Background: an optimization exercise with open tools, aiming at small area and a short achievable clock period. Do not read the settings as production practice.
At most, simulation tests tie the RTL to the original design; equivalence was not proved.
Only the layout flow was run in run 1; the RTL was not checked for function there.
Power figures rest on the tool's default switching activity, not on a simulated workload.

==> design.v <==
`timescale 1ns/1ps
 `timescale 1ns/1ps
module uart_core (
   uart_tx, uart_if, rx_rts, prdata,
   uart_rx, uart_cts, pwrite, pwdata, psel, prst_n, penable, pclk,
   paddr
   );
  output        uart_tx;
  output        uart_if;
  output        rx_rts;
  output [31:0] prdata;
  input         uart_rx;
  input         uart_cts;
  input         pwrite;
  input  [31:0] pwdata;
  input         psel;
  input         prst_n;
  input         penable;
  input         pclk;
  input  [31:0] paddr;
  wire setup = psel & ~penable;
  reg  con_we, se_we, br_we, dt_we, ie_we, rxff_rd;
  always @(posedge pclk or negedge prst_n)
    if (!prst_n) begin
      con_we  <= 1'b0;
      se_we   <= 1'b0;
      br_we   <= 1'b0;
      dt_we   <= 1'b0;
      ie_we   <= 1'b0;
      rxff_rd <= 1'b0;
    end else begin
      con_we  <= setup &  pwrite & (paddr[6:0] == 7'h00);
      se_we   <= setup &  pwrite & (paddr[6:0] == 7'h04);
      br_we   <= setup &  pwrite & (paddr[6:0] == 7'h08);
      dt_we   <= setup &  pwrite & (paddr[6:0] == 7'h0C);
      ie_we   <= setup &  pwrite & (paddr[6:0] == 7'h10);
      rxff_rd <= setup & ~pwrite & (paddr[4:0] == 5'h0C);
    end
  wire ctx = con_we & pwdata[5];
  wire crx = con_we & pwdata[6];
  reg [6:0] con;
  reg [2:0] se;
  reg [7:0] brg;
  reg [4:0] ie;
  wire en   = se[0];
  wire d9   = se[1];
  wire bsel = se[2];
  wire af   = con[0] & en;
  always @(posedge pclk or negedge prst_n)
    if (!prst_n) begin
      con <= 7'd0;
      se  <= 3'd0;
      brg <= 8'd0;
      ie  <= 5'd0;
    end else begin
      if (con_we)      con <= pwdata[6:0];
      if (se_we)       se  <= pwdata[2:0];
      if (br_we & ~en) brg <= pwdata[7:0];
      if (ie_we)       ie  <= pwdata[4:0];
    end
  reg [7:0] rxc, txc;
  reg       rx_tick, tx_tick;
  wire [7:0] rxc_n   = (~en | rx_tick) ? 8'd0 : rxc + 8'd1;
  wire [7:0] txc_n   = (~en | tx_tick) ? 8'd0 : (rx_tick ? txc + 8'd1 : txc);
  wire       brg_ld  = br_we & ~en;
  wire       rxtk_n  = (~en | rx_tick) ? (brg_ld ? (pwdata[7:0] == 8'd0) : (brg == 8'd0))
                                       : (rxc + 8'd1 == brg);
  wire       bsel_n  = se_we ? pwdata[2] : bsel;
  wire       txtk_n  = (txc_n == (bsel_n ? 8'd7 : 8'd15)) & rxtk_n;
  always @(posedge pclk) begin
    rxc     <= rxc_n;
    txc     <= txc_n;
    rx_tick <= rxtk_n;
    tx_tick <= txtk_n;
  end
  reg [4:0] tw, tr;
  reg [7:0] tmem [0:15];
  reg [3:0] sbc;
  reg       txne, txnf;
  reg [4:0] te;
  wire t_push = dt_we & txnf;
  reg  tx_complete;                    
  wire d9_n = se_we ? pwdata[1] : d9;
  wire t_pop  = txne & tx_complete;
  wire [4:0] tr_n = t_pop ? tr + 5'd1 : tr;
  wire [4:0] tw_u = t_push ? tw + 5'd1 : tw;
  wire [4:0] tw_n = ctx ? tr : tw_u;
  wire tinc   = t_push & ~t_pop;
  wire tdec   = t_pop & ~t_push;
  wire txne_u = tinc ? (te != 5'd31) : (tdec ? (te != 5'd1)  : (te != 5'd0));
  wire txnf_u = tinc ? (te != 5'd15) : (tdec ? (te != 5'd17) : (te != 5'd16));
  wire [4:0] te_u = tinc ? te + 5'd1 : (tdec ? te - 5'd1 : te);
  wire txne_n = ctx ? t_pop : txne_u;
  wire txnf_n = ctx | txnf_u;
  always @(posedge pclk or negedge prst_n)
    if (!prst_n) begin
      tw   <= 5'd0;
      tr   <= 5'd0;
      txne <= 1'b0;
      txnf <= 1'b1;
      te   <= 5'd0;
    end else begin
      tw   <= tw_n;
      tr   <= tr_n;
      txne <= txne_n;
      txnf <= txnf_n;
      te   <= ctx ? {5{t_pop}} : te_u;
    end
  always @(posedge pclk)
    if (t_push) tmem[tw[3:0]] <= pwdata[7:0];
  reg [9:0] tsr;
  reg       tst;
  reg       tpar;
  reg       ntx;                       
  wire [7:0] tdata  = tmem[tr[3:0]];
  wire       tx_en  = en & txne;
  wire       fsm_en = ~(af & uart_cts) & tx_en & tx_tick;
  wire       tsh    = tx_tick & tst;
  wire       tst_n  = tst ? (tx_en & ~tx_complete) : fsm_en;
  wire       tload  = fsm_en & ~tsh;
  wire [3:0] sbc_n  = tx_complete ? 4'd0 : (tsh ? sbc + 4'd1 : sbc);
  always @(posedge pclk or negedge prst_n)
    if (!prst_n) begin
      sbc  <= 4'd0;
      tx_complete <= 1'b0;
      tst  <= 1'b0;
      ntx  <= 1'b0;
    end else begin
      if (tsh)         ntx <= ~tsr[1];
      else if (tload)  ntx <= 1'b1;
      sbc  <= sbc_n;
      tx_complete <= (sbc_n == (d9_n ? 4'd10 : 4'd9));
      tst <= tst_n;
    end
  always @(posedge pclk) begin
    if (tsh)         tsr <= {1'b1, tsr[9:1]};
    else if (tload)  tsr <= {1'b1, tdata, 1'b0};
    else if (tpar)   tsr[9] <= ^tsr[8:1];
    tpar <= tload & d9;
  end
  assign uart_tx = ~ntx;
  reg       rx1, rxs, rx2;
  reg [1:0] rst;
  reg [3:0] samp, bitc;
  reg [9:0] rsr;
  reg       we1, we2, we3;
  wire start_en    = ~rxs & rx2;
  wire rbusy       = rst[1] | rst[0];
  wire samp_pt     = ~bsel ? (samp == 4'd7) : (samp[2:0] == 3'd3);
  wire rsh         = samp_pt & rx_tick;
  reg  rx_complete;                    
  wire [3:0] bitc_n = rx_complete ? 4'd0 : ((rst[1] & rsh) ? bitc + 4'd1 : bitc);
  reg [1:0] rst_nx;
  always @(*)
    case (rst)
      2'd0:    rst_nx = start_en ? 2'd1 : 2'd0;
      2'd1:    rst_nx = rxs ? 2'd0 : (rsh ? 2'd2 : 2'd1);
      2'd2:    rst_nx = rx_complete ? 2'd0 : 2'd2;
      default: rst_nx = 2'd3;
    endcase
  wire [1:0] rst_n = en ? rst_nx : 2'd0;
  always @(posedge pclk or negedge prst_n)
    if (!prst_n) begin
      rx1  <= 1'b0;
      rxs  <= 1'b0;
      rx2  <= 1'b0;
      rst  <= 2'd0;
      samp <= 4'd0;
      bitc <= 4'd0;
      rx_complete <= 1'b0;
    end else begin
      rx1 <= uart_rx;
      rxs <= rx1;
      rx2 <= rxs;
      rst <= rst_n;
      if (~rbusy)       samp <= 4'd0;
      else if (rx_tick) samp <= samp + 4'd1;
      bitc <= bitc_n;
      rx_complete <= (bitc_n == (d9_n ? 4'd10 : 4'd9));
    end
  always @(posedge pclk)
    if (rsh) rsr <= {rxs, rsr[9:1]};
  reg [4:0] rwu, rr;
  reg [3:0] wo;                        
  reg       rxne, rxf;
  reg [9:0] rq [0:15];
  wire dt_wr  = ~rxf & rx_complete;
  wire mem_wr = dt_wr | we1;
  wire pe     = ^rsr[8:0];
  wire fe     = ~rsr[9];
  wire [9:0] fifo_in = d9 ? {rsr[7:0], pe, fe} : {rsr[8:1], 1'b0, fe};
  wire r_pop  = rxne & rxff_rd;
  wire [4:0] rr_n = r_pop ? rr + 5'd1 : rr;
  function [5:0] inc6;
    input [5:0] x;
    integer i;
    for (i = 0; i < 6; i = i + 1) inc6[i] = x[i] ^ (&(x | ~((6'd1 << i) - 6'd1)));
  endfunction
  function [5:0] dec6;
    input [5:0] x;
    integer i;
    for (i = 0; i < 6; i = i + 1) dec6[i] = x[i] ^ ~(|(x & ((6'd1 << i) - 6'd1)));
  endfunction
  reg  [5:0] rd;
  wire [5:0] rd0  = rd;
  wire [5:0] rd1  = dec6(rd);
  wire [5:0] rdn  = r_pop ? rd1 : rd0;
  wire rxne_u = r_pop ? (rd[4:0] != 5'd1)  : (rd[4:0] != 5'd0);
  wire rxf_u  = r_pop ? (rd[4:0] == 5'd17) : (rd[4:0] == 5'd16);
  wire rr31   = &rr;
  wire rwu31  = &rwu;
  wire [5:0] rd_s = (we2 & ~r_pop) ? inc6(rd) : ((r_pop & ~we2) ? rd1 : rd);
  wire [5:0] rd_u = rd_s ^ {(we2 & rwu31) ^ (r_pop & rr31), 5'd0};
  wire [5:0] rd_c = we2 ? (rr31 ? 6'd33 : 6'd1) : 6'd0;
  wire rxne_n = crx ? r_pop : rxne_u;
  wire rxf_n  = ~crx & rxf_u;
  wire [4:0] rw_n = crx ? rr : rwu;
  always @(posedge pclk or negedge prst_n)
    if (!prst_n) begin
      we1  <= 1'b0;
      we2  <= 1'b0;
      we3  <= 1'b0;
      rwu  <= 5'd0;
      rr   <= 5'd0;
      rd   <= 6'd0;
      rxne <= 1'b0;
      rxf  <= 1'b0;
      wo   <= 4'd0;
    end else begin
      we1  <= dt_wr;
      we2  <= we1;
      we3  <= we2;
      rwu  <= rw_n + {4'd0, we2};
      rr   <= rr_n;
      rd   <= crx ? rd_c : rd_u;
      rxne <= rxne_n;
      rxf  <= rxf_n;
      wo   <= crx ? 4'd0 : rdn[3:0];
    end
  wire [15:0] wdec = 16'd1 << wo;
  reg  [9:0] rq_n [0:15];
  integer k;
  always @(*)
    for (k = 0; k < 16; k = k + 1)
      rq_n[k] = (mem_wr & (r_pop ? wdec[(k + 1) % 16] : wdec[k])) ? fifo_in
                : (r_pop ? rq[(k + 1) % 16] : rq[k]);
  always @(posedge pclk)
    for (k = 0; k < 16; k = k + 1)
      rq[k] <= rq_n[k];
  wire [9:0] hd_n  = rq_n[0];
  wire       fe_n  = rxne_u & hd_n[0];
  wire       pe_n  = rxne_u & hd_n[1];
  wire       if_0  = (ie[4] & fe_n) | (ie[3] & pe_n) | (ie[1] & rxf_u) | (ie[0] & txne_u);
  wire       if_ie = (pwdata[4] & fe_n) | (pwdata[3] & pe_n) | (pwdata[1] & rxf_u) | (pwdata[0] & txne_u);
  wire       if_cn = (~pwdata[6] & ((ie[4] & fe_n) | (ie[3] & pe_n) | (ie[1] & rxf_u))) |
                     (ie[0] & (pwdata[5] ? t_pop : txne_u));
  wire       if_n  = ie_we ? if_ie : (con_we ? if_cn : if_0);
  function thr;
    input [1:0] t;
    input [5:0] d;
    case (t)
      2'd0: thr = d[5] | (|d[4:1]);
      2'd1: thr = d[5] | (|d[4:2]);
      2'd2: thr = d[5] | (|d[4:3]);
      2'd3: thr = d[5] | d[4];
    endcase
  endfunction
  wire [5:0] rd1t   = rr31 ? {1'b0, rwu} : rd1;
  wire       rts_0  = af & (r_pop ? thr(con[4:3], rd1t) : thr(con[4:3], rd0));
  wire       rts_se = con[0] & pwdata[0] & thr(con[4:3], rd0);
  wire       rts_cn = pwdata[0] & en & ~pwdata[6] & thr(pwdata[4:3], rd0);
  wire       rts_n  = se_we ? rts_se : (con_we ? rts_cn : rts_0);
  wire       busy_n = tst_n | rst_n[1] | rst_n[0];
  reg  [7:0] prd_nx;
  always @(*)
    case (paddr[7:0])
      8'h00:   prd_nx = {1'b0, con};
      8'h04:   prd_nx = {busy_n, rxne_n, txnf_n, 2'b0, se};
      8'h08:   prd_nx = brg;
      8'h0c:   prd_nx = hd_n[9:2];
      8'h10:   prd_nx = {3'b0, ie};
      8'h14:   prd_nx = {3'b0, rxne_n & hd_n[0], rxne_n & hd_n[1], 1'b0, rxf_n, txne_n};
      default: prd_nx = 8'd0;
    endcase
  reg [7:0] prd;
  reg       if_q, rts_q;
  always @(posedge pclk)
    prd <= prd_nx;
  always @(posedge pclk or negedge prst_n)
    if (!prst_n) begin
      if_q  <= 1'b0;
      rts_q <= 1'b0;
    end else begin
      if_q  <= if_n;
      rts_q <= rts_n;
    end
  assign prdata  = {24'd0, prd};
  assign uart_if = if_q;
  assign rx_rts  = rts_q;
endmodule
==> run.sh <==
#!/bin/bash
# synth_recipe.tcl (not shown) runs the flow's synth.tcl, then flattens the netlist and writes it again
# the make line also repeats each setting of config.mk as NAME=value (left out here)
make -C /OpenROAD-flow-scripts/flow DESIGN_CONFIG=/design/flow/config.mk WORK_HOME=/design/flow/orfs CLKGATE_MAP_FILE= SYNTH_SCRIPT=/design/flow/synth_recipe.tcl finish
==> config.mk <==
export PLATFORM = sky130hd
export DESIGN_NAME = uart_core
export DESIGN_NICKNAME = uart_core
export VERILOG_FILES = /design/flow/design.v
export SDC_FILE = /design/flow/constraint.sdc
export NUM_CORES = 4
export LEC_CHECK = 0
export CAP_MARGIN = 20
export CORE_MARGIN = 2
export CORE_UTILIZATION = 60
export CTS_BUF_LIST = sky130_fd_sc_hd__clkbuf_16
export CTS_CLUSTER_DIAMETER = 70
export CTS_CLUSTER_SIZE = 25
export SETUP_SLACK_MARGIN = 2.9
export SLEW_MARGIN = 20
==> constraint.sdc <==
create_clock -name core_clock -period 5.0 [get_ports {pclk}]
set_input_delay 1.0000 -clock core_clock [delete_from_list [all_inputs] [get_ports {pclk}]]
set_output_delay 1.0000 -clock core_clock [all_outputs]
set_load 0.01 [all_outputs]
==> metrics.csv, run 1 <==
stage;metric;value;unit
floorplan;initial_cell_density_of_the_core;0.6099;
timing;setup-violations-final;0;
global_route;grt_first_pass_wirelength;65070;µm
synth;yosys_register_bits;425;
worst_hold_path;hp-class;reg -> reg;
worst_setup_path;crit_arrival;2590;ps
timing;grt_setup_unrepaired;true;
placed_design;routabilityCongestion;0.8760;
global_route;globalRouteTotalUtil;0.2561;
synth;synth_commonest_cells;edfxtp_1, nand2_1, o21ai_0;
global_route;maximum_number_of_pins_on_one_net_before_global_route_repair;65;
pwr;clock_power_share;0.343;
layout;syn2layout_area_growth;13.23;%
timing;holdWs;361.7;ps
placed_design;numPortBuffers;33;
clock_network;cts.htree.levels;1;
worst_setup_path;reg2regPathDepth;4;
detailed_routing;drt-pass1-iter-count;5;
placed_design;place_hpwl;26740;µm
synth;most_common_flop_cell_mapped_by_yosys;edfxtp_1;
timing;timing.fmax;439.4;MHz
detailed_routing;postRouteAntennaNets;0;
floorplan;pin_count;106;
timing;timing_max_transition_violations_final;0;
synth;synth-warning-count;3;
clock_network;root_buffer;clkbuf_16;
worst_setup_path;timing.setup.critical_path_class;reg -> reg;
detailed_routing;vias_per_cell;5.973;
clock_network;count_of_clock_tree_sinks;425;
synth;syn_inst;1491;
placed_design;dpl_worst_slack;1574;ps
detailed_routing;avgRoutedWirePerCell;21.38;µm
global_route;first_global_vias;11240;
floorplan;floorplan.die_area;32610;µm²
pwr;total_leakage_power;7.960;nW
synth;synth-seq-area-share;0.6376;
synth;post_synthesis_cell_area;18710;µm²
synth;synth_top_cells_by_area;edfxtp_1, dfrtp_1, mux4_2;
timing;finalSetupTns;0;ps
pwr;cellInternalPower;5.040;mW
timing;finalWorstPathRequiredPeriod;2276;ps
synth;syn-mean-instance-area;12.55;µm²
synth;yosys.area.top_type_share;0.4752;
synth;synthDistinctLibCells;75;
synth;asyncSetResetFlopFracSynth;0.2141;
pwr;power.combinational.fraction;0.068;
layout;insertedDiodeCount;0;
detailed_routing;drt_drc_violations_left;0;
pwr;power_switching_share;0.2425;
synth;synth.largest_area_cell;edfxtp_1;
detailed_routing;via_count;11640;
worst_setup_path;reg2reg_setup_slack;2720;ps
worst_setup_path;timing.critical_path.fanout_max;11;
clock_network;tritoncts_clock_tree;done;
floorplan;fp.coreArea;30670;µm²
synth;synthMostInstantiatedCell;edfxtp_1;
clock_network;tritoncts.num_buffers;26;
worst_setup_path;worst_setup_path_start_kind;register;
global_route;globalRoute.totalOverflow;0;
floorplan;chipHeight;180.6;µm
worst_setup_path;critical_path_required;5320;ps
layout;finish.net_count;1634;
worst_setup_path;worstSetupEndpointType;register;
timing;number_of_endpoints_with_negative_hold_slack_in_the_final_report;0;
global_route;antenna_violations_before_repair;0;
timing;layout_worst_path_cycle_share;0.4551;
timing;worst_max_slew_margin_expressed_relative_to_the_limit;0.4019;
clock_network;clk_slew_on_worst_s_h_paths;90;ps
detailed_routing;detail_route.iter0.violations;1192;
floorplan;row_count;64;
worst_hold_path;worst_hold_path_cell_count;0;
clock_network;clk_latency;570;ps
timing;setup_slack;2724;ps
pwr;pwr-share-seq;0.588;
timing;clock_skew;20.09;ps
pwr;power_per_cell_area;314.1;nW/µm²
pwr;ir_worst_vdd;0.2765;mV
layout;final.fill_count;2177;
detailed_routing;totalWireLength;41640;µm
synth;synth_edf_count;296;
floorplan;die_width;180.6;µm
layout;post-route-util;0.6906;
run;timing.max_cap.violations;0;
clock_network;cts-root-to-sink-buffers;3;
run_status;outcome;no timing/DRC/antenna violations;
clock_network;ctsHoldBuffers;0;
layout;post_route_cells_drive_above_1_share;0.2107;
timing;max_slew.worst_pin.slew;893.8;ps
pwr;netSwitchingPower;1.613;mW
[routing by layer]
layer | vias up | global-route usage | share of wire
li1 | 5476 | - | -
met1 | 5826 | 0.4005 | 0.48
met2 | 304 | 0.3945 | 0.45
met3 | 30 | 0.03719 | 0.061
met4 | 0 | 0.03742 | 0.0098
met5 | - | 0 | 0
[critical path: stages (launching register included)]
cell and delay [ps]:
dfrtp_4 480, buf_12 170, mux4_2 560, mux4_2 530, mux2_2 280
[cell type report]
class,instances,area (µm²),share of cell area
sequential,425,11960,0.5645
inverter,28,112.6,0.005316
tap,396,495.5,0.02339
timing repair buffer,95,854.6,0.04034
multi-input combinational,958,6902,0.3258
clock buffer,26,650.6,0.03072
clock inverter,20,210.2,0.009924
[worst paths after layout]
check	start	to
setup / recovery	tr[0]	tsr[3]
hold / removal	rx1	rxs
setup reg to reg	tr[0]	tsr[3]
hold reg to reg	rx1	rxs
max in group asynchronous	prst_n	rd[3]
min in group asynchronous	prst_n	ntx
[kinds of logic (layout without fill, tap and decap cells)]
group | Yosys count | count (layout) | synth area share
fa+ha+maj | 29 | 29 | 0.01940
flops | 425 | 425 | 0.6376
other cells | 1 | 24 | 0.0002005
compound gates | 272 | 272 | 0.08408
simple gates | 464 | 468 | 0.1106
xor+xnor | 64 | 64 | 0.03070
mux | 101 | 101 | 0.08327
buf+inv | 135 | 169 | 0.03411
[flip-flops by register name, indices dropped and copies added, names as in the netlist, 4 cells and up]
register and cells:
txc 8, samp 4, wo 4, tsr 9, con 7, rxc 8
tw 4, rd 6, sbc 4, rsr 10, tmem 128, rr 5
tr 4, bitc 4, ie 5, brg 8, prd 8, rwu 5
rq 160, te 5
[layout by cell type (no fill, tap or decap), types with 19 or more instances in the layout]
| cell | instances |
|---|---|
| dfrtp_1 | 78 |
| a21oi_1 | 36 |
| buf_4 | 52 |
| mux2_2 | 26 |
| conb_1 | 24 |
| clkbuf_16 | 27 |
| nand2_4 | 20 |
| ha_1 | 19 |
| o21ai_0 | 161 |
| mux4_2 | 41 |
| nand2_1 | 217 |
| nor2_1 | 87 |
| xnor2_1 | 39 |
| edfxtp_1 | 296 |
| inv_1 | 24 |
| xor2_1 | 23 |
| dfxtp_1 | 31 |
| mux2i_1 | 28 |
[timing repair]
action / CTS / global route
gates cloned: 2 / 4
pin swaps: 17 / 15
endpoints found under the hold margin: 0 / 0
buffers inserted: 27 / 11
setup endpoints to repair: 318 / 274
resized for setup: 192 / 65
[power groups by stage]
stage,registers (mW),clock network [mW],logic (mW)
6_report,3.92,2.28,0.454
5_1_grt,3.93,2.46,0.506
4_1_cts,3.91,2.33,0.426
3_5_place_dp,3.98,0,0.363
3_3_place_gp,3.98,0,0.358
2_1_floorplan,3.93,0,0.291
[stage by stage]
stage	power, mW	std cells	instance area, µm²
5_1_grt	6.888	1948	21180
3_5_place_dp	4.341	1858	19330
2_1_floorplan	4.221	1514	18920
3_3_place_gp	4.334	1858	19330
4_1_cts	6.658	1933	20800
6_report	6.653	1948	21180
==> inputs of run 2 (changes only) <==
--- a/design.v
+++ b/design.v
@@ -111,5 +111,6 @@
   reg [9:0] tsr;
   reg       tst;
-  reg       tpar;
+  reg       tld, tpd9;
+  reg [7:0] trd;
   reg       ntx;                       
   wire [7:0] tdata  = tmem[tr[3:0]];
@@ -134,8 +135,9 @@
     end
   always @(posedge pclk) begin
-    if (tsh)         tsr <= {1'b1, tsr[9:1]};
-    else if (tload)  tsr <= {1'b1, tdata, 1'b0};
-    else if (tpar)   tsr[9] <= ^tsr[8:1];
-    tpar <= tload & d9;
+    trd  <= tdata;
+    tld  <= tload;
+    if (tload) tpd9 <= d9;
+    if (tsh)      tsr <= {1'b1, tsr[9:1]};
+    else if (tld) tsr <= {(tpd9 ? ^trd : 1'b1), trd, tsr[0]};
   end
   assign uart_tx = ~ntx;
--- a/config.mk
+++ b/config.mk
@@ -12,4 +12,4 @@
 export CTS_CLUSTER_DIAMETER = 70
 export CTS_CLUSTER_SIZE = 25
-export SETUP_SLACK_MARGIN = 2.9
+export SETUP_SLACK_MARGIN = 2.8
 export SLEW_MARGIN = 20
==> run 2 against run 1 <==
Combinational power is 4% lower; clock skew is 3.2 ps lower; final cell count is 2.2% lower; highest routed layer unchanged; setup slack better by 100 ps; critical path depth is 3 lower.
==> metrics.csv, run 2 <==
stage;metric;value;unit;change
run_status;outcome;no timing/DRC/antenna violations;;unchanged
clock_network;ctsHoldBuffers;0;;unchanged
synth;syn_inst;1472;;was 1491
synth;synthMostInstantiatedCell;edfxtp_1;;unchanged
detailed_routing;detail_route.iter0.violations;1048;;was 1192
timing;layout_worst_path_cycle_share;0.4349;;was 0.4551
detailed_routing;avgRoutedWirePerCell;20.86;µm;was 21.38 µm
synth;yosys.area.top_type_share;0.4747;;was 0.4752
placed_design;place_hpwl;26090;µm;was 26740 µm
floorplan;floorplan.die_area;32750;µm²;was 32610 µm²
placed_design;routabilityCongestion;0.8229;;was 0.8760
synth;post_synthesis_cell_area;18790;µm²;was 18710 µm²
run;timing.max_cap.violations;0;;unchanged
layout;finish.net_count;1592;;was 1634
layout;post-route-util;0.6741;;was 0.6906
placed_design;placed_area;19360;µm²;was 19330 µm²
global_route;grt_first_pass_wirelength;62220;µm;was 65070 µm
layout;max_flop_register;rq;;unchanged
clock_network;clk_latency;550;ps;was 570 ps
layout;layout_common_cells;edfxtp_1, nand2_1, o21ai_0;;unchanged
layout;number_of_flip_flops_under_the_largest_register_name;160;;unchanged
worst_setup_path;cpPeakStageDelay;360;ps;was 560 ps
worst_setup_path;reg2reg_setup_slack;2850;ps;was 2720 ps
synth;synth-seq-area-share;0.6449;;was 0.6376
placed_design;dpl_worst_slack;1489;ps;was 1574 ps
worst_setup_path;cp_top_family;flip-flops;;was multiplexers
worst_setup_path;r2r_end;te[3];;was tsr[3]
global_route;globalRouteTotalUtil;0.2459;;was 0.2561
clock_network;cts.htree.levels;1;;unchanged
timing;max_slew.worst_pin.slew;936.6;ps;was 893.8 ps
timing;setup_slack;2826;ps;was 2724 ps
layout;final_common_cell;edfxtp_1;;unchanged
timing;timing_max_transition_violations_final;0;;unchanged
synth;synth.largest_area_cell;edfxtp_1;;unchanged
pwr;power_switching_share;0.2353;;was 0.2425
pwr;cellInternalPower;5.161;mW;was 5.040 mW
worst_setup_path;critical_path.reg2reg.startpoint;txne;;was tr[0]
floorplan;pin_count;106;;unchanged
timing;worst_max_slew_margin_expressed_relative_to_the_limit;0.3756;;was 0.4019
global_route;first_global_vias;10660;;was 11240
synth;synth-warning-count;3;;unchanged
timing;grt_setup_unrepaired;true;;unchanged
layout;syn2layout_area_growth;10.32;%;was 13.23%
clock_network;root_buffer;clkbuf_16;;unchanged
synth;most_common_flop_cell_mapped_by_yosys;edfxtp_1;;unchanged
clock_network;count_of_clock_tree_sinks;434;;was 425
worst_hold_path;hp-class;reg -> reg;;unchanged
floorplan;fp.coreArea;30750;µm²;was 30670 µm²
synth;synth_commonest_cells;edfxtp_1, nand2_1, o21ai_0;;unchanged
floorplan;initial_cell_density_of_the_core;0.6110;;was 0.6099
layout;finish.instance_area;20730;µm²;was 21180 µm²
worst_hold_path;timing.hold.worst.start;rx1;;unchanged
synth;synth_edf_count;297;;was 296
worst_setup_path;worst_setup_path_start_kind;register;;unchanged
worst_setup_path;timing.critical_path.buf_inv;1;;unchanged
worst_setup_path;worstSetupEndpointType;output port;;was register
floorplan;row_count;64;;unchanged
pwr;clock_power_share;0.338;;was 0.343
worst_setup_path;worstPathCellList;dlygate4sd2_1;;was buf_12 -> mux4_2 -> mux4_2 -> mux2_2
synth;syn-mean-instance-area;12.76;µm²;was 12.55 µm²
detailed_routing;drt_drc_violations_left;0;;unchanged
detailed_routing;postRouteAntennaNets;0;;unchanged
pwr;total_leakage_power;7.807;nW;was 7.960 nW
pwr;power.combinational.fraction;0.065;;was 0.068
layout;insertedDiodeCount;0;;unchanged
worst_hold_path;worst_hold_path_cell_count;0;;unchanged
clock_network;cts-root-to-sink-buffers;3;;unchanged
pwr;pwr-share-seq;0.598;;was 0.588
pwr;netSwitchingPower;1.588;mW;was 1.613 mW
pwr;totalPowerFinal;6.750;mW;was 6.653 mW
clock_network;tritoncts.num_buffers;25;;was 26
synth;synth_top_cells_by_area;edfxtp_1, dfrtp_1, mux4_2;;unchanged
detailed_routing;via_count;11300;;was 11640
pwr;ir_worst_vdd;0.3288;mV;was 0.2765 mV
worst_setup_path;timing.critical_path.fanout_max;1;;was 11
worst_hold_path;worst_hold_path.endpoint;rxs;;unchanged
worst_setup_path;critical_path_required;4000;ps;was 5320 ps
worst_setup_path;timing.setup.critical_path_class;reg -> out;;was reg -> reg
clock_network;clk_slew_on_worst_s_h_paths;90;ps;about the same
detailed_routing;vias_per_cell;5.930;;was 5.973
timing;setup-violations-final;0;;unchanged
global_route;globalRoute.totalOverflow;0;;unchanged
timing;timing.fmax;459.9;MHz;was 439.4 MHz
detailed_routing;drt-pass1-iter-count;5;;unchanged
floorplan;chipHeight;181.0;µm;was 180.6 µm
layout;final.fill_count;2229;;was 2177
synth;synthDistinctLibCells;70;;was 75
global_route;antenna_violations_before_repair;0;;unchanged
synth;yosys_register_bits;434;;was 425
timing;finalSetupTns;0;ps;unchanged
timing;clock_skew;16.85;ps;was 20.09 ps
timing;finalWorstPathRequiredPeriod;2174;ps;was 2276 ps
worst_setup_path;reg2regPathDepth;7;;was 4
worst_setup_path;crit_arrival;1170;ps;was 2590 ps
pwr;power_per_cell_area;325.6;nW/µm²;was 314.1 nW/µm²
placed_design;numPortBuffers;33;;unchanged
detailed_routing;totalWireLength;39760;µm;was 41640 µm
worst_setup_path;crit_path_top_delay_cell;dfxtp_2;;was mux4_2
clock_network;tritoncts_clock_tree;done;;unchanged
floorplan;die_width;181.0;µm;was 180.6 µm
synth;asyncSetResetFlopFracSynth;0.2097;;was 0.2141
layout;post_route_cells_drive_above_1_share;0.1649;;was 0.2107
global_route;maximum_number_of_pins_on_one_net_before_global_route_repair;69;;was 65
timing;number_of_endpoints_with_negative_hold_slack_in_the_final_report;0;;unchanged
-- run 2: cell types whose count changed after synthesis, moves of 5 or more --
cell,before,now
xor2_1,23,28
o21ai_0,166,160
dfxtp_1,38,46
a21oi_1,39,34
nand2_1,243,231
nand3_1,18,23
buf_1,7,1
-- run 2: worst max-delay path by stage --
| stage | cells after the start | start | slack (ps) | end |
|---|---|---|---|---|
| finish | 1 | prd[0] | 2830 | prdata[0] |
| global route | 7 | pwdata[5] | 2700 | if_q |
| CTS | 9 | dt_we | 2590 | if_q |
| detailed placement | 7 | pwdata[5] | 1490 | if_q |
| global placement | 7 | pwdata[5] | 1550 | if_q |
| floorplan | 4 | pwdata[1] | 2790 | rx_complete |
-- run 2: worst register-to-register path: stages, from the launching register on --
cell and delay (ps):
dfrtp_2 450, nand2_4 140, ha_4 210, buf_4 160
or4b_2 630, o21ai_0 210, xnor2_1 140, o21ai_0 90
-- run 2: area by class of cell --
type                       count  area [µm²]  share of cell area
inverter                      24       96.34            0.004648
clock buffer                  25       625.6             0.03018
clock inverter                20       209.0             0.01008
tap                          396       495.5             0.02390
multi-input combinational    937        6539              0.3154
sequential                   434       12130              0.5853
timing repair buffer          70       630.6             0.03042
-- run 2: repair_timing --
item                       4_1_cts  5_1_grt
gates cloned                     3        1
buffers inserted                11        4
pin swaps                        3       10
setup endpoints to repair      257      155
resized for setup               97       59
-- run 2: cells by family (layout without fill, tap and decap cells) --
group,count (synthesis),count (layout),share of synthesized area
DFF,434,434,0.6449
AOI/OAI and AO/OA,254,254,0.07698
muxes,103,103,0.08470
other,1,24,0.0001996
adders and majority gates,29,29,0.01931
xor gates and xnor gates,69,69,0.03290
and+or+nand+nor,455,458,0.1083
buffers and inverters,127,139,0.03270
-- run 2: power by group through the flow --
stage               logic, mW  clock network [mW]  registers, mW
floorplan               0.308                   0           4.05
global placement        0.401                   0           4.10
detailed placement      0.413                   0           4.10
CTS                     0.421                2.32           4.03
global route            0.492                2.45           4.05
finish                  0.437                2.28           4.03
-- run 2: through the flow --
step,instances,hold WS (ps)
global placement,1842,400.9
floorplan,1495,331.2
CTS,1901,421.8
detailed placement,1842,401.2
global route,1906,438.0
finish,1906,427.9
-- run 2: per-layer routing --
layer,global-route usage,routed length (µm)
met5,0,0
met4,0.04683,766
met3,0.02620,2095
met1,0.3892,18630
met2,0.3765,18270
==> inputs of run 3 (changes only) <==
--- a/config.mk
+++ b/config.mk
@@ -12,4 +12,4 @@
 export CTS_CLUSTER_DIAMETER = 70
 export CTS_CLUSTER_SIZE = 25
-export SETUP_SLACK_MARGIN = 2.8
+export SETUP_SLACK_MARGIN = 2.9
 export SLEW_MARGIN = 20
==> run 3 against run 2 <==
First-iteration DRC count is 7.4% lower; clock power is 4% higher; worst hold slack better by 19 ps; clock-buffer cell count is 2 higher; critical path depth is 5 higher; power is 2.0% higher; non-clock buffer count is 26 higher; register-to-register slack hardly changed; critical path type is now reg -> reg; critical endpoint is now rq[6][1].
==> metrics.csv, run 3 <==
stage;metric;value;unit;change
worst_setup_path;critical_path_required;5300;ps;was 4000 ps
synth;yosys.area.top_type_share;0.4747;;unchanged
layout;post-route-util;0.6893;;was 0.6741
pwr;power_switching_share;0.2468;;was 0.2353
worst_hold_path;worst_hold_path_cell_count;0;;unchanged
pwr;ir_worst_vdd;0.2870;mV;was 0.3288 mV
layout;number_of_flip_flops_under_the_largest_register_name;160;;unchanged
worst_setup_path;cpPeakStageDelay;490;ps;was 360 ps
worst_setup_path;reg2regPathDepth;6;;was 7
worst_hold_path;hp-class;reg -> reg;;unchanged
layout;finish.instance_area;21190;µm²;was 20730 µm²
detailed_routing;vias_per_cell;5.941;;was 5.930
layout;max_flop_register;rq;;unchanged
pwr;cellInternalPower;5.187;mW;was 5.161 mW
pwr;power_per_cell_area;324.9;nW/µm²;was 325.6 nW/µm²
synth;post_synthesis_cell_area;18790;µm²;unchanged
clock_network;count_of_clock_tree_sinks;434;;unchanged
synth;synthMostInstantiatedCell;edfxtp_1;;unchanged
floorplan;die_width;181.0;µm;unchanged
detailed_routing;totalWireLength;41430;µm;was 39760 µm
timing;holdWs;446.8;ps;was 427.9 ps
worst_setup_path;crit_path_top_delay_cell;dfrtp_2;;was dfxtp_2
clock_network;ctsHoldBuffers;0;;unchanged
clock_network;tritoncts.num_buffers;27;;was 25
synth;synth_top_cells_by_area;edfxtp_1, dfrtp_1, mux4_2;;unchanged
clock_network;clk_latency;570;ps;was 550 ps
clock_network;clk_slew_on_worst_s_h_paths;100;ps;was 90 ps
synth;asyncSetResetFlopFracSynth;0.2097;;unchanged
timing;worst_max_slew_margin_expressed_relative_to_the_limit;0.3236;;was 0.3756
timing;finalSetupTns;0;ps;unchanged
pwr;netSwitchingPower;1.700;mW;was 1.588 mW
detailed_routing;drt-pass1-iter-count;5;;unchanged
timing;max_slew.worst_pin.slew;1015;ps;was 936.6 ps
layout;final_common_cell;edfxtp_1;;unchanged
clock_network;cts-root-to-sink-buffers;3;;unchanged
synth;synth_commonest_cells;edfxtp_1, nand2_1, o21ai_0;;unchanged
placed_design;numPortBuffers;33;;unchanged
worst_setup_path;worst_setup_path_start_kind;register;;unchanged
detailed_routing;drt_drc_violations_left;0;;unchanged
timing;finalWorstPathRequiredPeriod;2143;ps;was 2174 ps
placed_design;place_hpwl;25890;µm;was 26090 µm
floorplan;fp.coreArea;30750;µm²;unchanged
synth;synth-seq-area-share;0.6449;;unchanged
detailed_routing;detail_route.iter0.violations;970;;was 1048
placed_design;routabilityCongestion;0.8355;;was 0.8229
synth;yosys_register_bits;434;;unchanged
timing;setup-violations-final;0;;unchanged
detailed_routing;via_count;11530;;was 11300
global_route;globalRoute.totalOverflow;0;;unchanged
timing;grt_setup_unrepaired;true;;unchanged
worst_setup_path;worstPathCellList;and2b_2 -> nor2_2 -> nor3b_2 -> nor2b_1 -> buf_6 -> or2_2;;was dlygate4sd2_1
pwr;total_leakage_power;8.003;nW;was 7.807 nW
layout;syn2layout_area_growth;12.80;%;was 10.32%
layout;insertedDiodeCount;0;;unchanged
worst_setup_path;worstSetupEndpointType;register;;was output port
floorplan;chipHeight;181.0;µm;unchanged
detailed_routing;avgRoutedWirePerCell;21.36;µm;was 20.86 µm
global_route;first_global_vias;10680;;was 10660
layout;post_route_cells_drive_above_1_share;0.2021;;was 0.1649
global_route;grt_first_pass_wirelength;62070;µm;was 62220 µm
timing;timing_max_transition_violations_final;0;;unchanged
layout;layout_common_cells;edfxtp_1, nand2_1, o21ai_0;;unchanged
run;timing.max_cap.violations;0;;unchanged
clock_network;root_buffer;clkbuf_16;;unchanged
pwr;totalPowerFinal;6.887;mW;was 6.750 mW
timing;layout_worst_path_cycle_share;0.4286;;was 0.4349
layout;final.fill_count;2179;;was 2229
global_route;globalRouteTotalUtil;0.2468;;was 0.2459
clock_network;tritoncts_clock_tree;done;;unchanged
pwr;clock_power_share;0.344;;was 0.338
pwr;power.combinational.fraction;0.069;;was 0.065
timing;timing.fmax;466.6;MHz;was 459.9 MHz
floorplan;row_count;64;;unchanged
placed_design;placed_area;19370;µm²;was 19360 µm²
synth;synth.largest_area_cell;edfxtp_1;;unchanged
synth;most_common_flop_cell_mapped_by_yosys;edfxtp_1;;unchanged
synth;synth_edf_count;297;;unchanged
synth;syn-mean-instance-area;12.76;µm²;unchanged
worst_setup_path;timing.setup.critical_path_class;reg -> reg;;was reg -> out
worst_setup_path;timing.critical_path.fanout_max;20;;was 1
layout;finish.net_count;1623;;was 1592
synth;synth-warning-count;3;;unchanged
floorplan;floorplan.die_area;32750;µm²;unchanged
pwr;pwr-share-seq;0.587;;was 0.598
detailed_routing;postRouteAntennaNets;0;;unchanged
timing;clock_skew;27.20;ps;was 16.85 ps
synth;syn_inst;1472;;unchanged
synth;synthDistinctLibCells;70;;unchanged
run_status;outcome;no timing/DRC/antenna violations;;unchanged
clock_network;cts.htree.levels;1;;unchanged
global_route;antenna_violations_before_repair;1;;was 0
timing;number_of_endpoints_with_negative_hold_slack_in_the_final_report;0;;unchanged
floorplan;pin_count;106;;unchanged
worst_setup_path;crit_arrival;2440;ps;was 1170 ps
floorplan;initial_cell_density_of_the_core;0.6110;;unchanged
global_route;maximum_number_of_pins_on_one_net_before_global_route_repair;71;;was 69
[run 3: cell counts after synthesis]
No cell type changed its count.
[run 3: layout make-up]
cell class | instances | area (µm²) | area share
Inverter | 24 | 98.84 | 0.004664
Tap cell | 396 | 495.5 | 0.02338
Clock inverter | 23 | 227.7 | 0.01074
Clock buffer | 27 | 675.6 | 0.03188
Multi-Input combinational cell | 940 | 6710 | 0.3166
Sequential cell | 434 | 12140 | 0.5727
Timing Repair Buffer | 96 | 848.3 | 0.04003
[run 3: repair_timing]
| item | 4_1_cts | 5_1_grt |
|---|---|---|
| gates resized for setup | 160 | 71 |
| gates cloned | 2 | 6 |
| pin swaps | 7 | 23 |
| endpoints found under the hold margin | 0 | 0 |
| buffers inserted | 17 | 23 |
| endpoints found under the setup margin | 362 | 205 |
[run 3: power groups by stage]
stage / clock (mW) / sequential, mW / combinational [mW]
2_1_floorplan: 0 / 4.05 / 0.308
3_3_place_gp: 0 / 4.10 / 0.395
6_report: 2.37 / 4.04 / 0.473
4_1_cts: 2.42 / 4.03 / 0.436
5_1_grt: 2.53 / 4.06 / 0.525
3_5_place_dp: 0 / 4.11 / 0.412
[run 3: final timing paths]
path | slack (ps) | endpoint | from
setup / recovery | 2860 | rq[6][1] | rx_complete
hold / removal | 450 | rxs | rx1
setup reg to reg | 2860 | rq[6][1] | rx_complete
hold reg to reg | 450 | rxs | rx1
max in group asynchronous | 3490 | con[3] | prst_n
min in group asynchronous | 580 | sbc[0] | prst_n
[run 3: metrics by stage]
step / worst slack, ps / instances
floorplan: 2786 / 1495
global placement: 1549 / 1842
detailed placement: 1485 / 1842
CTS: 2734 / 1911
global route: 2730 / 1940
finish: 2857 / 1940
[run 3: critical path: cells and delay by family (launching register included)]
family / cells / cell delay [ps]
simple gates: 5 / 1220
flops: 1 / 490
buf+inv: 1 / 160
[run 3: logic make-up after synthesis]
group                      count (synthesis)  synth area share
DFF                                      434            0.6449
AOI/OAI and AO/OA                        254           0.07698
buffers and inverters                    127           0.03270
and+or+nand+nor                          455            0.1083
adders and majority gates                 29           0.01931
other                                      1         0.0001996
muxes                                    103           0.08470
xor gates and xnor gates                  69           0.03290
[run 3: routing by layer]
layer  part of all wire  track usage  vias to the layer above
met3              0.066      0.04031                       39
met2               0.46       0.3914                      350
met1               0.45       0.3689                     5720
met4              0.017      0.04553                        0
li1                   -            -                     5416
met5                  0            0                        -
==> inputs of run 4 (changes only) <==
--- a/config.mk
+++ b/config.mk
@@ -9,7 +9,6 @@
 export CORE_MARGIN = 2
 export CORE_UTILIZATION = 60
-export CTS_BUF_LIST = sky130_fd_sc_hd__clkbuf_16
-export CTS_CLUSTER_DIAMETER = 70
-export CTS_CLUSTER_SIZE = 25
+export CTS_CLUSTER_DIAMETER = 50
+export CTS_CLUSTER_SIZE = 20
 export SETUP_SLACK_MARGIN = 2.9
 export SLEW_MARGIN = 20
==> run 4 against run 3 <==
Global-route usage grew 0.64 points; clock power grew 32%; power up 11%.
==> metrics.csv, run 4 <==
stage;metric;value;unit;change
worst_setup_path;reg2reg_setup_slack;2920;ps;was 2860 ps
timing;finalSetupTns;0;ps;unchanged
synth;post_synthesis_cell_area;18790;µm²;unchanged
detailed_routing;detail_route.iter0.violations;1038;;was 970
pwr;power.combinational.fraction;0.064;;was 0.069
placed_design;numPortBuffers;33;;unchanged
pwr;ir_worst_vdd;0.2312;mV;was 0.2870 mV
clock_network;root_buffer;clkbuf_16;;unchanged
synth;synth.largest_area_cell;edfxtp_1;;unchanged
worst_setup_path;timing.critical_path.buf_inv;1;;unchanged
timing;max_slew.worst_pin.slew;1014;ps;was 1015 ps
synth;synth-seq-area-share;0.6449;;unchanged
detailed_routing;totalWireLength;41870;µm;was 41430 µm
synth;asyncSetResetFlopFracSynth;0.2097;;unchanged
clock_network;cts.htree.levels;2;;was 1
pwr;netSwitchingPower;1.791;mW;was 1.700 mW
synth;synthDistinctLibCells;70;;unchanged
global_route;globalRouteTotalUtil;0.2532;;was 0.2468
synth;syn-mean-instance-area;12.76;µm²;unchanged
run_status;outcome;no timing/DRC/antenna violations;;unchanged
layout;number_of_flip_flops_under_the_largest_register_name;160;;unchanged
clock_network;cts-root-to-sink-buffers;3;;unchanged
worst_setup_path;critical_path.reg2reg.startpoint;rxff_rd;;was rx_complete
timing;grt_setup_unrepaired;true;;unchanged
worst_setup_path;crit_path_top_delay_cell;buf_2;;was dfrtp_2
timing;worst_max_slew_margin_expressed_relative_to_the_limit;0.3239;;was 0.3236
detailed_routing;vias_per_cell;5.934;;was 5.941
worst_hold_path;timing.hold.worst.start;rxs;;was rx1
global_route;globalRoute.totalOverflow;0;;unchanged
floorplan;row_count;64;;unchanged
worst_hold_path;hp-class;reg -> reg;;unchanged
placed_design;routabilityCongestion;0.8355;;unchanged
clock_network;count_of_clock_tree_sinks;434;;unchanged
layout;final.fill_count;2090;;was 2179
clock_network;tritoncts.num_buffers;39;;was 27
floorplan;floorplan.die_area;32750;µm²;unchanged
global_route;first_global_vias;10950;;was 10680
pwr;clock_power_share;0.409;;was 0.344
worst_setup_path;cpPeakStageDelay;370;ps;was 490 ps
detailed_routing;postRouteAntennaNets;0;;unchanged
worst_hold_path;worst_hold_path_cell_count;0;;unchanged
worst_setup_path;reg2regPathDepth;6;;unchanged
detailed_routing;via_count;11710;;was 11530
detailed_routing;avgRoutedWirePerCell;21.22;µm;was 21.36 µm
pwr;total_leakage_power;8.366;nW;was 8.003 nW
synth;synth_edf_count;297;;unchanged
pwr;totalPowerFinal;7.673;mW;was 6.887 mW
timing;clock_skew;27.27;ps;was 27.20 ps
layout;final_common_cell;edfxtp_1;;unchanged
clock_network;clk_latency;550;ps;was 570 ps
detailed_routing;drt-pass1-iter-count;5;;unchanged
global_route;grt_first_pass_wirelength;63470;µm;was 62070 µm
layout;multi_input_comb_area;6814;µm²;was 6710 µm²
layout;layout_common_cells;edfxtp_1, nand2_1, o21ai_0;;unchanged
synth;synth_top_cells_by_area;edfxtp_1, dfrtp_1, mux4_2;;unchanged
worst_setup_path;r2r_end;prd[0];;was rq[6][1]
pwr;power_switching_share;0.2334;;was 0.2468
worst_setup_path;timing.setup.critical_path_class;in -> reg;;was reg -> reg
layout;finish.net_count;1645;;was 1623
layout;max_flop_register;rq;;unchanged
worst_setup_path;critical_path_required;5420;ps;was 5300 ps
synth;synthMostInstantiatedCell;edfxtp_1;;unchanged
worst_setup_path;crit_arrival;2510;ps;was 2440 ps
pwr;pwr-share-seq;0.527;;was 0.587
timing;setup-violations-final;0;;unchanged
worst_setup_path;cp_top_family;simple AND/OR/NAND/NOR gates;;unchanged
clock_network;tritoncts_clock_tree;done;;unchanged
pwr;power_per_cell_area;350.4;nW/µm²;was 324.9 nW/µm²
layout;register_area;12140;µm²;about the same
worst_setup_path;worstPathCellList;buf_2 -> nand2_1 -> and3_1 -> a221oi_2 -> a32oi_1 -> a21o_1;;was and2b_2 -> nor2_2 -> nor3b_2 -> nor2b_1 -> buf_6 -> or2_2
synth;yosys.area.top_type_share;0.4747;;unchanged
layout;post_route_cells_drive_above_1_share;0.2240;;was 0.2021
floorplan;die_width;181.0;µm;unchanged
floorplan;fp.coreArea;30750;µm²;unchanged
worst_setup_path;worst_setup_path_start_kind;input pin;;was register
timing;timing_max_transition_violations_final;0;;unchanged
clock_network;ctsHoldBuffers;0;;unchanged
synth;yosys_register_bits;434;;unchanged
floorplan;chipHeight;181.0;µm;unchanged
clock_network;clk_slew_on_worst_s_h_paths;70;ps;was 100 ps
pwr;cellInternalPower;5.882;mW;was 5.187 mW
layout;syn2layout_area_growth;16.55;%;was 12.80%
timing;number_of_endpoints_with_negative_hold_slack_in_the_final_report;0;;unchanged
global_route;maximum_number_of_pins_on_one_net_before_global_route_repair;71;;unchanged
synth;syn_inst;1472;;unchanged
worst_setup_path;timing.critical_path.fanout_max;22;;was 20
worst_hold_path;worst_hold_path.endpoint;rx2;;was rxs
floorplan;pin_count;106;;unchanged
timing;finalWorstPathRequiredPeriod;2091;ps;was 2143 ps
detailed_routing;drt_drc_violations_left;0;;unchanged
floorplan;initial_cell_density_of_the_core;0.6110;;unchanged
synth;synth_commonest_cells;edfxtp_1, nand2_1, o21ai_0;;unchanged
synth;most_common_flop_cell_mapped_by_yosys;edfxtp_1;;unchanged
timing;layout_worst_path_cycle_share;0.4182;;was 0.4286
synth;synth-warning-count;3;;unchanged
global_route;antenna_violations_before_repair;1;;unchanged
worst_setup_path;worstSetupEndpointType;register;;unchanged
run;timing.max_cap.violations;0;;unchanged
timing;timing.fmax;478.3;MHz;was 466.6 MHz
placed_design;place_hpwl;25890;µm;unchanged
[run 4: cell counts after synthesis]
Identical to the previous run, type by type.
[run 4: cell type report]
class                   instances  area share
inverters                      24    0.004456
clock buffers                  49     0.05148
well taps                     396     0.02262
repair buffers                106     0.04468
clock inverters                23     0.01103
diodes                          1   0.0001143
multi-input cells             940      0.3111
flip-flops and latches        434      0.5545
[run 4: repair_timing]
| action | in CTS | in global routing |
|---|---|---|
| resized for setup | 166 | 94 |
| endpoints found under the setup margin | 371 | 227 |
| pin swaps | 13 | 29 |
| cloned | 3 | 5 |
| setup buffers | 20 | 30 |
[run 4: cell families after synthesis]
family / count (synthesis) / share of synthesized area
adder cells (fa/ha/maj): 29 / 0.01931
buffers and inverters: 127 / 0.03270
AND/OR/NAND/NOR: 455 / 0.1083
multiplexers: 103 / 0.08470
AO/OA/AOI/OAI: 254 / 0.07698
other: 1 / 0.0001996
XOR/XNOR: 69 / 0.03290
flip-flops: 434 / 0.6449
[run 4: worst register-to-register path, delay by kind of cell (launching register included)]
family | cells | cell delay, ps
AO/OA/AOI/OAI | 3 | 830
flip-flops | 1 | 390
multiplexers | 1 | 370
AND/OR/NAND/NOR | 2 | 360
[run 4: routing by layer]
| layer | track usage | vias up | wire (µm) |
|---|---|---|---|
| met2 | 0.3988 | 369 | 19470 |
| li1 | - | 5471 | - |
| met4 | 0.05366 | 0 | 718 |
| met3 | 0.04959 | 50 | 2822 |
| met1 | 0.3723 | 5818 | 18860 |
| met5 | 0 | - | 0 |
[run 4: worst max path at each step]
stage	startpoint	end	slack (ps)	cells past startpoint
2_1_floorplan	pwdata[1]	rx_complete	2790	4
3_3_place_gp	pwdata[5]	if_q	1550	7
3_5_place_dp	pwdata[5]	if_q	1490	7
4_1_cts	rxne	rq[3][2]	2790	7
5_1_grt	tx_complete	if_q	2830	8
6_report	pwdata[6]	if_q	2910	6
[run 4: power groups by stage]
stage               clock (mW)  combinational (mW)  sequential (mW)
finish                    3.14               0.489             4.05
floorplan                    0               0.308             4.05
detailed placement           0               0.412             4.11
global placement             0               0.395             4.10
global route              3.31               0.541             4.06
CTS                       3.18               0.443             4.03
[run 4: per-stage QoR]
step / hold slack, ps / cell area, µm² / instances / worst slack [ps] / utilization
global route: 447.6 / 21900 / 1972 / 2831 / 0.7121
CTS: 444.8 / 21260 / 1937 / 2785 / 0.6914
finish: 454.0 / 21900 / 1973 / 2909 / 0.7122
detailed placement: 421.0 / 19370 / 1842 / 1485 / 0.6299
floorplan: 331.2 / 18930 / 1495 / 2786 / -
global placement: 417.9 / 19370 / 1842 / 1549 / 0.6299
==> inputs of run 5 (changes only) <==
==> flow/run.sh (new file) <==
#!/bin/bash
# Standard layout, with the clock tree built without dummy load cells.
# Everything else is the standard flow (standard.sh).
set -o pipefail
cp standard.sh std_copy.sh.txt 2>/dev/null
export CTS_ARGS="-sink_clustering_enable -repair_clock_nets -sink_clustering_size 25 -sink_clustering_max_diameter 70 -buf_list sky130_fd_sc_hd__clkbuf_16 -dont_use_dummy_load"
bash standard.sh finish > standard.log 2>&1
==> standard.sh (new file) <==
#!/bin/bash
# synth_recipe.tcl (not shown) runs the flow's synth.tcl, then flattens the netlist and writes it again
# the make line also repeats each setting of config.mk as NAME=value (left out here)
make -C /OpenROAD-flow-scripts/flow DESIGN_CONFIG=/design/flow/config.mk WORK_HOME=/design/flow/orfs CLKGATE_MAP_FILE= SYNTH_SCRIPT=/design/flow/synth_recipe.tcl "${@:-finish}"
--- a/config.mk
+++ b/config.mk
@@ -9,6 +9,7 @@
 export CORE_MARGIN = 2
 export CORE_UTILIZATION = 60
-export CTS_CLUSTER_DIAMETER = 50
-export CTS_CLUSTER_SIZE = 20
-export SETUP_SLACK_MARGIN = 2.9
+export CTS_BUF_LIST = sky130_fd_sc_hd__clkbuf_16
+export CTS_CLUSTER_DIAMETER = 70
+export CTS_CLUSTER_SIZE = 25
+export SETUP_SLACK_MARGIN = 3.0
 export SLEW_MARGIN = 20
removed: run.sh
==> run 5 against run 4 <==
Final cell count decreased by 2.6%; via count decreased by 2.4%; non-clock buffer count decreased by 4; global-route usage increased by 0.30 points; core utilization decreased by 2.2 points; design area decreased by 3.2%; largest power group unchanged; register-to-register slack got worse by 20 ps; sequential power about the same; combinational power about the same.
==> metrics.csv, run 5 <==
stage;metric;value;unit;change
run_status;outcome;no timing/DRC/antenna violations;;unchanged
timing;setup-violations-final;0;;unchanged
clock_network;root_buffer;clkbuf_16;;unchanged
detailed_routing;drt_drc_violations_left;0;;unchanged
worst_hold_path;timing.hold.worst.start;rx1;;was rxs
floorplan;pin_count;106;;unchanged
clock_network;tritoncts_clock_tree;done;;unchanged
worst_setup_path;crit_arrival;1130;ps;was 2510 ps
worst_setup_path;critical_path.reg2reg.startpoint;samp[1];;was rxff_rd
worst_setup_path;worst_setup_path_start_kind;register;;was input pin
detailed_routing;postRouteAntennaNets;0;;unchanged
timing;finalSetupTns;0;ps;unchanged
worst_setup_path;worstPathCellList;buf_2;;was buf_2 -> nand2_1 -> and3_1 -> a221oi_2 -> a32oi_1 -> a21o_1
worst_setup_path;reg2reg_setup_slack;2900;ps;was 2920 ps
layout;syn2layout_area_growth;12.88;%;was 16.55%
floorplan;row_count;64;;unchanged
timing;number_of_endpoints_with_negative_hold_slack_in_the_final_report;0;;unchanged
clock_network;ctsHoldBuffers;0;;unchanged
floorplan;initial_cell_density_of_the_core;0.6110;;unchanged
layout;insertedDiodeCount;0;;was 1
detailed_routing;avgRoutedWirePerCell;21.43;µm;was 21.22 µm
pwr;total_leakage_power;8.013;nW;was 8.366 nW
timing;grt_setup_unrepaired;true;;unchanged
synth;synth.largest_area_cell;edfxtp_1;;unchanged
worst_setup_path;r2r_end;prd[7];;was prd[0]
clock_network;cts.htree.levels;1;;was 2
timing;clock_skew;59.17;ps;was 27.27 ps
synth;synthMostInstantiatedCell;edfxtp_1;;unchanged
worst_setup_path;worstSetupEndpointType;output port;;was register
synth;yosys_register_bits;434;;unchanged
layout;final_cells;1921;;was 1973
layout;finish.net_count;1627;;was 1645
timing;layout_worst_path_cycle_share;0.4255;;was 0.4182
timing;worst_max_slew_margin_expressed_relative_to_the_limit;0.4802;;was 0.3239
detailed_routing;vias_per_cell;5.949;;was 5.934
worst_setup_path;timing.critical_path.fanout_max;1;;was 22
placed_design;routabilityCongestion;0.8211;;was 0.8355
synth;synth_xor_area_frac;0.03290;;unchanged
global_route;grt_first_pass_wirelength;64630;µm;was 63470 µm
synth;synth_edf_count;297;;unchanged
pwr;power_per_cell_area;315.7;nW/µm²;was 350.4 nW/µm²
timing;max_slew.worst_pin.slew;779.8;ps;was 1014 ps
run;timing.max_cap.violations;0;;unchanged
worst_setup_path;cp_top_family;flip-flops;;was simple AND/OR/NAND/NOR gates
synth;most_common_flop_cell_mapped_by_yosys;edfxtp_1;;unchanged
layout;number_of_flip_flops_under_the_largest_register_name;160;;unchanged
synth;post_synthesis_cell_area;18790;µm²;unchanged
floorplan;floorplan.die_area;32750;µm²;unchanged
worst_hold_path;worst_hold_path.endpoint;rxs;;was rx2
global_route;antenna_violations_before_repair;1;;unchanged
synth;yosys.area.top_type_share;0.4747;;unchanged
synth;synth_top_cells_by_area;edfxtp_1, dfrtp_1, mux4_2;;unchanged
placed_design;numPlacedInstances;1845;;was 1842
detailed_routing;drt-pass1-iter-count;6;;was 5
clock_network;clk_slew_on_worst_s_h_paths;100;ps;was 70 ps
worst_setup_path;cpPeakStageDelay;400;ps;was 370 ps
pwr;ir_worst_vdd;0.2971;mV;was 0.2312 mV
worst_setup_path;critical_path_required;4000;ps;was 5420 ps
synth;asyncSetResetFlopFracSynth;0.2097;;unchanged
floorplan;chipHeight;181.0;µm;unchanged
synth;synthDistinctLibCells;70;;unchanged
floorplan;die_width;181.0;µm;unchanged
global_route;first_global_vias;11380;;was 10950
layout;post_route_cells_drive_above_1_share;0.2138;;was 0.2240
clock_network;tritoncts.num_buffers;30;;was 39
synth;synth_top_family_by_area;simple AND/OR/NAND/NOR gates;;unchanged
placed_design;place_hpwl;26720;µm;was 25890 µm
global_route;globalRouteTotalUtil;0.2562;;was 0.2532
synth;syn_inst;1472;;unchanged
synth;synth_commonest_cells;edfxtp_1, nand2_1, o21ai_0;;unchanged
layout;final_common_cell;edfxtp_1;;unchanged
worst_hold_path;worst_hold_path_cell_count;0;;unchanged
detailed_routing;totalWireLength;41160;µm;was 41870 µm
timing;timing.fmax;470.0;MHz;was 478.3 MHz
detailed_routing;detail_route.iter0.violations;876;;was 1038
layout;max_flop_register;rq;;unchanged
clock_network;count_of_clock_tree_sinks;434;;unchanged
synth;synth_compound_area_frac;0.07698;;unchanged
synth;synthMuxAreaShare;0.08470;;unchanged
layout;layout_common_cells;edfxtp_1, nand2_1, o21ai_0;;unchanged
pwr;totalPowerFinal;6.697;mW;was 7.673 mW
clock_network;cts-root-to-sink-buffers;3;;unchanged
worst_hold_path;hp-class;reg -> reg;;unchanged
timing;timing_max_transition_violations_final;0;;unchanged
synth;synth-seq-area-share;0.6449;;unchanged
worst_setup_path;timing.critical_path.buf_inv;1;;unchanged
global_route;maximum_number_of_pins_on_one_net_before_global_route_repair;54;;was 71
synth;yosys.area_share.adder;0.01931;;unchanged
worst_setup_path;crit_path_top_delay_cell;dfrtp_1;;was buf_2
timing;finalWorstPathRequiredPeriod;2128;ps;was 2091 ps
detailed_routing;via_count;11430;;was 11710
clock_network;clk_latency;580;ps;was 550 ps
synth;syn-mean-instance-area;12.76;µm²;unchanged
placed_design;numPortBuffers;33;;unchanged
synth;synth-warning-count;3;;unchanged
global_route;globalRoute.totalOverflow;0;;unchanged
floorplan;fp.coreArea;30750;µm²;unchanged
synth;synth-simple-area-share;0.1083;;unchanged
worst_setup_path;reg2regPathDepth;9;;was 6
worst_setup_path;timing.setup.critical_path_class;reg -> out;;was in -> reg
timing;holdWs;452.4;ps;was 454.0 ps
## run 5: per-stage QoR
step | util | cell area (µm²) | setup slack, ps
2_1_floorplan | - | 18950 | 2786
3_3_place_gp | 0.6313 | 19410 | 1535
3_5_place_dp | 0.6313 | 19410 | 1464
4_1_cts | 0.6768 | 20810 | 2840
5_1_grt | 0.6897 | 21210 | 2834
6_report | 0.6897 | 21210 | 2872
## run 5: power by group
part / internal [mW] / switching, mW / total (mW) / leakage (nW)
clock: 1.05 / 1.12 / 2.18 / 0.370
sequential: 3.92 / 0.114 / 4.03 / 4.17
combinational: 0.207 / 0.279 / 0.487 / 3.48
total: 5.18 / 1.52 / 6.70 / 8.01
## run 5: layer usage
| layer | vias up | routed length (µm) | global-route usage |
|---|---|---|---|
| li1 | 5379 | - | - |
| met1 | 5706 | 18380 | 0.3726 |
| met2 | 292 | 19550 | 0.4123 |
| met3 | 51 | 2284 | 0.03769 |
| met4 | 0 | 951 | 0.06537 |
| met5 | - | 0 | 0 |
## run 5: final cells by class
type	instances	area, µm²
Sequential cell	434	12150
Fill cell	2239	9540
Timing Repair Buffer	102	918.4
Multi-Input combinational cell	935	6797
Inverter	24	97.59
Clock buffer	30	750.7
Tap cell	396	495.5
## run 5: worst max path at each step
stage / depth (start not counted) / start / endpoint / slack (ps)
after floorplan: 4 / pwdata[1] / rx_complete / 2790
after global placement: 7 / pwdata[5] / if_q / 1530
after detailed placement: 7 / pwdata[5] / if_q / 1460
after CTS: 7 / pwdata[5] / if_q / 2840
after global routing: 9 / dt_we / if_q / 2830
final: 1 / if_q / uart_if / 2870
## run 5: kinds of logic after synthesis
| group | after synthesis |
|---|---|
| AND/OR/NAND/NOR | 455 |
| flip-flops | 434 |
| AO/OA/AOI/OAI | 254 |
| buffers and inverters | 127 |
| multiplexers | 103 |
| XOR/XNOR | 69 |
| adder cells (fa/ha/maj) | 29 |
| other | 1 |
## run 5: what timing repair did
action,CTS,global route
buffers inserted,23,20
endpoints found under the hold margin,0,0
endpoints found under the setup margin,363,291
pin swaps,9,28
cloned,3,0
resized for setup,203,81
==> inputs of run 6 (changes only) <==
--- a/config.mk
+++ b/config.mk
@@ -12,4 +12,4 @@
 export CTS_CLUSTER_DIAMETER = 70
 export CTS_CLUSTER_SIZE = 25
-export SETUP_SLACK_MARGIN = 3.0
+export SETUP_SLACK_MARGIN = 2.9
 export SLEW_MARGIN = 20
==> run 6 against run 5 <==
Non-clock buffer count is 7 lower; die area stayed put; critical path depth up 8; worst hold slack worse by 18 ps; first-iteration DRC count decreased by 1.3%; clock power is 7% lower; power decreased by 2.2%; still clean on timing, DRC and antenna; critical path type is now reg -> reg; clock skew shrank 14 ps.
==> metrics.csv, run 6 <==
stage;metric;value;unit;change
floorplan;row_count;64;;unchanged
timing;holdWs;434.6;ps;was 452.4 ps
worst_setup_path;worst_setup_path_start_kind;register;;unchanged
global_route;grt_first_pass_wirelength;61910;µm;was 64630 µm
timing;finalSetupTns;0;ps;unchanged
floorplan;fp.coreArea;30750;µm²;unchanged
layout;syn2layout_area_growth;11.96;%;was 12.88%
worst_setup_path;crit_path_top_delay_cell;or4_4;;was dfrtp_1
synth;synth_top_cells_by_area;edfxtp_1, dfrtp_1, mux4_2;;unchanged
synth;synth.largest_area_cell;edfxtp_1;;unchanged
worst_setup_path;critical_path_required;5440;ps;was 4000 ps
timing;setup-violations-final;0;;unchanged
synth;post_synthesis_cell_area;18790;µm²;unchanged
floorplan;floorplan.die_area;32750;µm²;unchanged
layout;max_flop_register;rq;;unchanged
global_route;globalRoute.totalOverflow;0;;unchanged
synth;synth-warning-count;3;;unchanged
detailed_routing;via_count;11470;;was 11430
placed_design;routabilityCongestion;0.8355;;was 0.8211
pwr;ir_worst_vdd;0.2894;mV;was 0.2971 mV
clock_network;root_buffer;clkbuf_16;;unchanged
clock_network;tritoncts.num_buffers;27;;was 30
layout;post_route_cells_drive_above_1_share;0.1966;;was 0.2138
clock_network;cts-root-to-sink-buffers;3;;unchanged
synth;syn-mean-instance-area;12.76;µm²;unchanged
synth;yosys.area.top_type_share;0.4747;;unchanged
worst_hold_path;hp-class;reg -> reg;;unchanged
pwr;total_leakage_power;7.942;nW;was 8.013 nW
placed_design;numPortBuffers;33;;unchanged
detailed_routing;avgRoutedWirePerCell;21.34;µm;was 21.43 µm
synth;most_common_flop_cell_mapped_by_yosys;edfxtp_1;;unchanged
pwr;power_per_cell_area;311.5;nW/µm²;was 315.7 nW/µm²
placed_design;numPlacedInstances;1842;;was 1845
worst_hold_path;worst_hold_path_cell_count;0;;unchanged
run;timing.max_cap.violations;0;;unchanged
timing;timing_max_transition_violations_final;0;;unchanged
timing;number_of_endpoints_with_negative_hold_slack_in_the_final_report;0;;unchanged
floorplan;pin_count;106;;unchanged
timing;worst_max_slew_margin_expressed_relative_to_the_limit;0.3254;;was 0.4802
detailed_routing;detail_route.iter0.violations;865;;was 876
global_route;maximum_number_of_pins_on_one_net_before_global_route_repair;71;;was 54
worst_setup_path;worstSetupEndpointType;register;;was output port
timing;grt_setup_unrepaired;true;;unchanged
timing;finalWorstPathRequiredPeriod;2098;ps;was 2128 ps
worst_setup_path;crit_arrival;2540;ps;was 1130 ps
detailed_routing;totalWireLength;40900;µm;was 41160 µm
worst_setup_path;worstSetupPathDepth;9;;was 1
global_route;globalRouteTotalUtil;0.2459;;was 0.2562
timing;layout_worst_path_cycle_share;0.4196;;was 0.4255
layout;final_cells;1917;;was 1921
detailed_routing;drt-pass1-iter-count;7;;was 6
synth;synth_commonest_cells;edfxtp_1, nand2_1, o21ai_0;;unchanged
layout;final_common_cell;edfxtp_1;;unchanged
timing;clock_skew;45.39;ps;was 59.17 ps
worst_setup_path;timing.critical_path.buf_inv;1;;unchanged
worst_setup_path;reg2regPathDepth;9;;unchanged
global_route;first_global_vias;10670;;was 11380
timing;max_slew.worst_pin.slew;1012;ps;was 779.8 ps
detailed_routing;drt_drc_violations_left;0;;unchanged
timing;timing.fmax;476.6;MHz;was 470.0 MHz
synth;syn_inst;1472;;unchanged
detailed_routing;vias_per_cell;5.983;;was 5.949
worst_setup_path;cpPeakStageDelay;430;ps;was 400 ps
synth;synth_edf_count;297;;unchanged
layout;layout_common_cells;edfxtp_1, nand2_1, o21ai_0;;unchanged
worst_setup_path;timing.critical_path.fanout_max;8;;was 1
run_status;outcome;no timing/DRC/antenna violations;;unchanged
detailed_routing;postRouteAntennaNets;0;;unchanged
layout;insertedDiodeCount;0;;unchanged
synth;synthMostInstantiatedCell;edfxtp_1;;unchanged
clock_network;count_of_clock_tree_sinks;434;;unchanged
layout;number_of_flip_flops_under_the_largest_register_name;160;;unchanged
placed_design;place_hpwl;25890;µm;was 26720 µm
clock_network;clk_latency;570;ps;was 580 ps
floorplan;die_width;181.0;µm;unchanged
clock_network;cts.htree.levels;1;;unchanged
synth;synth-seq-area-share;0.6449;;unchanged
synth;asyncSetResetFlopFracSynth;0.2097;;unchanged
synth;synthDistinctLibCells;70;;unchanged
floorplan;initial_cell_density_of_the_core;0.6110;;unchanged
worst_setup_path;timing.setup.critical_path_class;reg -> reg;;was reg -> out
clock_network;ctsHoldBuffers;0;;unchanged
layout;finish.net_count;1623;;was 1627
floorplan;chipHeight;181.0;µm;unchanged
worst_setup_path;worstPathCellList;nand2_2 -> clkinv_4 -> ha_4 -> or4_4 -> o21ai_4 -> o21ai_4 -> a221oi_2 -> a32oi_1 -> a21o_1;;was buf_2
global_route;antenna_violations_before_repair;0;;was 1
clock_network;clk_slew_on_worst_s_h_paths;90;ps;was 100 ps
worst_setup_path;cp_top_family;compound AO/OA/AOI/OAI gates;;was flip-flops
synth;yosys_register_bits;434;;unchanged
clock_network;tritoncts_clock_tree;done;;unchanged
worst_setup_path;worst_path_most_repeated_cell;o21ai_4;;
run 6: cell counts after synthesis:
No cell type changed its count.
run 6: worst reg2reg max path, stage by stage, from the launching register on:
cell and delay, ps:
dfrtp_1 390, nand2_2 110, clkinv_4 70, ha_4 190, or4_4 430, o21ai_4 190, o21ai_4 110, a221oi_2 250
a32oi_1 80, a21o_1 160
run 6: metrics by stage:
stage / total power, mW / util / setup WS (ps) / instance area, µm²
after global routing: 6.768 / 0.6841 / 2793 / 21040
after detailed placement: 4.519 / 0.6299 / 1485 / 19370
after CTS: 6.553 / 0.6667 / 2718 / 20500
after floorplan: 4.363 / - / 2786 / 18930
after global placement: 4.499 / 0.6299 / 1549 / 19370
final: 6.553 / 0.6841 / 2902 / 21040
run 6: repair_timing:
action	CTS	global route
cloned	3	7
buffers inserted	14	24
gates resized for setup	166	83
pin swaps	5	22
setup endpoints to repair	365	265
run 6: path summary, 6_finish.rpt:
kind / slack [ps] / from / endpoint
worst max-delay path: 2900 / dt_we / if_q
worst min-delay path: 430 / rx1 / rxs
worst max register to register: 2900 / dt_we / if_q
worst min register to register: 430 / rx1 / rxs
max in group asynchronous: 3450 / prst_n / rd[5]
min in group asynchronous: 590 / prst_n / sbc[0]
run 6: cell families after synthesis:
kind of cell / after synthesis / synth area share
AND/OR/NAND/NOR: 455 / 0.1083
flip-flops: 434 / 0.6449
AO/OA/AOI/OAI: 254 / 0.07698
buffers and inverters: 127 / 0.03270
multiplexers: 103 / 0.08470
XOR/XNOR: 69 / 0.03290
adder cells (fa/ha/maj): 29 / 0.01931
other: 1 / 0.0001996
run 6: metal layers:
metal	global-route usage	share of wire	wire [µm]
met3	0.03628	0.062	2538
met5	0	0	0
met4	0.04423	0.017	710
met2	0.3903	0.47	19040
met1	0.3704	0.46	18620
run 6: layout make-up:
class                   count  area [µm²]
fillers                  2209        9713
repair buffers             95       865.8
inverters                  24       98.84
flip-flops and latches    434       12140
multi-input cells         941        6764
well taps                 396       495.5
clock buffers              27       675.6
run 6: power by group:
group          internal (mW)  leakage [nW]  switching [mW]  total, mW
clock network          0.953         0.333            1.08       2.03
registers               3.92          4.17           0.124       4.04
logic                  0.204          3.44           0.272      0.476
total                   5.08          7.94            1.48       6.55

Check on run 6: ideal ports give 2.902 ns setup slack; a clkbuf_16 on the clock port and buf_2 on the inputs give 2.873 ns; moving port delays by the midpoint clock arrival (0.599 ns) as well gives 2.360 ns.
